Context: an optimization exercise on an open-source flow, tuned for small area and a short achievable clock period. The choices shown serve that exercise and are no tape-out recipe. In this exercise RTL edits were held to simulation tests only and were not proved equivalent to the original.

// FirSymmetry
module FirSymmetry (
  input               io_input_valid,
  output              io_input_ready,
  input      [7:0]    io_input_payload,
  output              io_output_valid,
  input               io_output_ready,
  output     [21:0]   io_output_payload,
  input               clk,
  input               reset
);
Settings: LEC_CHECK=0, CAP_MARGIN=20, CORE_MARGIN=2, CORE_UTILIZATION=40, SLEW_MARGIN=20, SYNTH_HIERARCHICAL=1; clock period 18.0 ns.
run.sh (not shown) runs the stock make flow with config.mk's settings and CLKGATE_MAP_FILE= SYNTH_SCRIPT=/design/flow/synth_recipe.tcl, a recipe that flattens the netlist after the stock synthesis.
The baseline finished with timing, DRC and antenna clean.
Rerun with:
==> flow/flow/run.sh (new file) <==
#!/bin/bash
# Standard ORFS layout, but with fast port buffers (buf_2 on every input and
# output port instead of the default the resizer picks).
set -euo pipefail
export BUFFER_PORTS_ARGS="-buffer_cell sky130_fd_sc_hd__buf_2"
bash standard.sh finish > standard.log 2>&1
==> flow/standard.sh (new file) <==
#!/bin/bash
# synth_recipe.tcl (not shown) runs the flow's synth.tcl, then flattens the netlist and writes it again
# the make line also repeats each setting of config.mk as NAME=value (left out here)
make -C /OpenROAD-flow-scripts/flow DESIGN_CONFIG=/design/flow/config.mk WORK_HOME=/design/flow/orfs CLKGATE_MAP_FILE= SYNTH_SCRIPT=/design/flow/synth_recipe.tcl "${@:-finish}"
- CORE_UTILIZATION: 40 -> 60
- CTS_BUF_LIST: unset -> sky130_fd_sc_hd__clkbuf_8
- CTS_CLUSTER_SIZE: unset -> 20
removed: flow/run.sh
The new run produced a clean layout.
Register-to-register slack stays flat.
Clock-buffer cell count increases by 37.
Design area drops by 2.1%.
Core utilization came out higher by 21 points.
Routed wire length drops by 1.3%.
Sequential cell count does not change.
First-iteration DRC count went down by 1.6%.
Rerun with:
- CORE_UTILIZATION: 60 -> 40
- CTS_BUF_LIST: sky130_fd_sc_hd__clkbuf_8 -> unset
- CTS_CLUSTER_SIZE: 20 -> unset
Non-clock buffer count went down by 4.
Final cell count went up by 13%.
Global-route usage came out lower by 11 points.
Clock skew goes down by 0.0055 ns.
Area after synthesis stays the same.
Count of clock-buffer cells in the layout shrinks by 34.

========
== the reference run ==
Starting RTL as in the previous note.
==> flow/design.v (excerpt) <==
module FirSymmetry (
  input               io_input_valid,
  output              io_input_ready,
  input      [7:0]    io_input_payload,
  output              io_output_valid,
  input               io_output_ready,
  output     [21:0]   io_output_payload,
  input               clk,
  input               reset
);
export LEC_CHECK = 0
export CAP_MARGIN = 20
export CORE_MARGIN = 2
export CORE_UTILIZATION = 40
export CTS_BUF_LIST = sky130_fd_sc_hd__clkbuf_16
export CTS_CLUSTER_DIAMETER = 120
export CTS_CLUSTER_SIZE = 22
export SLEW_MARGIN = 20
export SYNTH_HIERARCHICAL = 1
create_clock -name core_clock -period 18.0 [get_ports {clk}]
standard.sh (not shown) runs the stock make flow with config.mk's settings and CLKGATE_MAP_FILE= SYNTH_SCRIPT=/design/flow/synth_recipe.tcl, a recipe that flattens the netlist after the stock synthesis.
==> flow/flow/run.sh <==
#!/bin/bash
# Standard ORFS layout with three changes to how the control paths are laid out:
#  - every port buffer is a buf_2 (the resizer's default pick is a slow delay buffer),
#  - the five control pins (valid/ready/reset) are placed next to each other,
#  - before detailed placement, the shift-enable buffer tree under io_output_ready
#    is moved behind one extra buffer, so the port buffer only drives
#    io_input_ready's buffer, the io_output_valid gate and that tree buffer.
# Each step's full output is in standard.log (and ORFS's own logs under orfs/logs).
set -euo pipefail
HERE=$(pwd)
export BUFFER_PORTS_ARGS="-buffer_cell sky130_fd_sc_hd__buf_2"
export PRE_IO_PLACEMENT_TCL=$HERE/flow/io_pins.tcl
export PRE_DETAIL_PLACE_TCL=$HERE/flow/io_fix.tcl
bash standard.sh finish > standard.log 2>&1
Other scripts of this flow, unchanged in this note and not shown: flow/flow/io_fix.tcl, flow/flow/io_pins.tcl
--- input diff the reference run..the trial run ---
- a change of CTS_CLUSTER_SIZE from 22 to 26
- a change of CTS_CLUSTER_DIAMETER from 120 to 150
Findings:
Compared the trial run vs the reference run, and worst hold slack after final layout is down in the trial run.
In terms of final routed wirelength across all metal layers, the trial run and the reference run differ only marginally.
Going from the reference run to the trial run, the clock-buffer cell count was found to have gone down by about 12%.
The final critical-path required period of the reference run and that of the trial run are within noise of each other.

========
Setup of build 88:
Another version of the RTL of FirSymmetry (not shown whole).
For scale: about 2,100 cells after synthesis, about 930 flip-flops, about 36 I/O pins, about 47,000 µm² of cells after synthesis.
Settings: LEC_CHECK=0, CAP_MARGIN=20, CORE_MARGIN=2, CORE_UTILIZATION=40, CTS_BUF_LIST=sky130_fd_sc_hd__clkbuf_16, CTS_CLUSTER_DIAMETER=120, CTS_CLUSTER_SIZE=22, SLEW_MARGIN=20, SYNTH_HIERARCHICAL=1; clock period 18.0 ns.
==> flow/flow/io_pins.tcl <==
# keep the control pins together, in the middle of the left edge, so the
# valid/ready paths stay short and the shift-enable tree starts near the centre
set die [[ord::get_db_block] getDieArea]
set dbu [[ord::get_db_tech] getDbUnitsPerMicron]
set ymid [expr {([$die yMin] + [$die yMax]) / 2.0 / $dbu}]
set y0 [expr {int($ymid - 15)}]
set y1 [expr {int($ymid + 15)}]
set_io_pin_constraint -group -order -region left:$y0-$y1 \
  -pin_names {io_input_valid reset io_output_valid io_input_ready io_output_ready}
Scripts as last shown in full above: flow/flow/run.sh
Other scripts of this flow, unchanged in this note and not shown: flow/flow/io_fix.tcl
The flow did not stop early for build 88: all stages ran, and the layout cleared the timing, design-rule and antenna checks.
--- input diff build 88..build 96 ---
- CTS_CLUSTER_DIAMETER changed from 120 to 80
- CTS_BUF_LIST changed from sky130_fd_sc_hd__clkbuf_16 to sky130_fd_sc_hd__clkbuf_16 sky130_fd_sc_hd__clkbuf_8
- CTS_CLUSTER_SIZE changed from 22 to 30
==> flow/flow/io_pins.tcl <==
# keep the control pins together so the valid/ready paths stay short
set_io_pin_constraint -group -order -pin_names {io_input_valid reset io_output_valid io_input_ready io_output_ready}
Notes after the runs:
Build 88 → build 96: area growth from synthesis to layout up 0.66 points; simple-gate area share of the yosys netlist flat; detailed-route wire length up 0.44%. Looking at build 96 and build 88, the global-route total usage across every layer is a wash.
Here is what was changed in the inputs of build 40 compared with build 96.
- CTS_CLUSTER_DIAMETER: 80 -> 120
- CTS_BUF_LIST: sky130_fd_sc_hd__clkbuf_16 sky130_fd_sc_hd__clkbuf_8 -> sky130_fd_sc_hd__clkbuf_16
- CORE_UTILIZATION: 40 -> 55
- CTS_CLUSTER_SIZE: 30 -> 22
- In build 40, the total global routing track utilization came out 6.3 points above the value in build 96.
- The lower post-layout minimum cycle time of build 40 and build 96 is in build 96.
- From build 96 to build 40 the numbers moved as follows: total via count after detailed routing shrank by 1.7%, count of non-filler cells in the finished layout shrank by 402.
- Build 40 can be clocked slower than build 96.
- Build 40 ended up with a lower area growth from synthesis to layout than build 96 did.
The following lists how build 28 was set up differently from build 40:
- a change of CORE_UTILIZATION from 55 to 40
==> run notes <==
Going from build 40 to build 28, clock sink count essentially unchanged; total global-route track usage decreased 6.4 points; number of non-clock buffers decreased about 4%; slew of the pin with the lowest slew margin increased 23 ps.
Setup WNS build 40 -> build 28: better
When build 28 is set beside build 40, its register share of the cell area turns out to be 0.53 points smaller.

========
Starting RTL as in the previous note.
export LEC_CHECK = 0
export CAP_MARGIN = 20
export CORE_MARGIN = 2
export CORE_UTILIZATION = 40
export CTS_BUF_LIST = sky130_fd_sc_hd__clkbuf_16
export CTS_CLUSTER_DIAMETER = 100
export CTS_CLUSTER_SIZE = 25
export SLEW_MARGIN = 20
export SYNTH_HIERARCHICAL = 1
create_clock -name core_clock -period 18.0 [get_ports {clk}]
==> flow/flow/io_pins.tcl <==
# keep the control pins together so the valid/ready paths stay short
set_io_pin_constraint -group -order -pin_names {io_input_valid reset io_output_valid io_input_ready io_output_ready}
Scripts as last shown in full above: flow/flow/run.sh
Other scripts of this flow, unchanged in this note and not shown: flow/flow/io_fix.tcl
Change:
==> flow/flow/io_pins.tcl (replaced) <==
# keep the control pins together, in the middle of the left edge, so the
# valid/ready paths stay short and the shift-enable tree starts near the centre
set die [[ord::get_db_block] getDieArea]
set dbu [[ord::get_db_tech] getDbUnitsPerMicron]
set ymid [expr {([$die yMin] + [$die yMax]) / 2.0 / $dbu}]
set y0 [expr {int($ymid - 15)}]
set y1 [expr {int($ymid + 15)}]
set_io_pin_constraint -group -order -region left:$y0-$y1 \
  -pin_names {io_input_valid reset io_output_valid io_input_ready io_output_ready}
Settings changed: CORE_UTILIZATION 40 to 55, CTS_CLUSTER_DIAMETER 100 to 120.
Outcome: Synthesized cell count does not change. Clock-buffer cell count shrinks by 4. Critical path depth stays the same. First-iteration DRC count is lower by roughly a tenth. Wire length decreases by a few percent. Utilization came out higher by 16 points.

## re-timing with driven ports
Ports are ideal in the flow. The routed layouts listed here were re-timed in OpenROAD. Step 1 sets driving cells, clkbuf_16 on the clock port and buf_2 on the other inputs (assumed; they add their load-dependent delay and slew). Step 2 moves the port delays by t, midway between the first and last clock arrival at a register: inputs arrive t later, outputs are due t later. That takes back most of the time a late clock gives input paths. Three values: no drivers, after step 1, after step 2; two values: the first two.
run	t, ns	setup slack, ns	clock arrival spread, ns	worst register clock-pin slew, ns
the first run of note 1	0.756	9.227 / 9.177 / 9.177	0.041 / 0.041	0.07 / 0.07
the second run of note 1	0.885	9.227 / 9.167 / 9.167	0.044 / 0.043	0.07 / 0.07
the third run of note 1	0.757	9.711 / 9.662 / 9.662	0.036 / 0.036	0.07 / 0.07
the reference run	0.728	10.256 / 10.226 / 10.226	0.038 / 0.039	0.10 / 0.10
the trial run	0.713	10.257 / 10.232 / 10.232	0.053 / 0.053	0.12 / 0.12
build 88	0.714	10.271 / 10.243 / 9.799	0.049 / 0.049	0.10 / 0.10
build 96	0.724	10.266 / 10.240 / 10.240	0.059 / 0.059	0.12 / 0.12
build 40	0.693	9.920 / 9.940 / 9.247	0.050 / 0.049	0.10 / 0.10
build 28	0.714	10.268 / 10.242 / 10.242	0.054 / 0.054	0.10 / 0.10
the first run of note 4	0.721	10.270 / 10.244 / 10.244	0.056 / 0.056	0.11 / 0.11
the second run of note 4	0.688	10.247 / 10.219 / 10.219	0.063 / 0.063	0.11 / 0.11
After both steps every run listed still meets setup and hold. The setup slack of build 40, which loses most, moves by +0.020 ns with the drivers and by -0.673 ns with both steps.
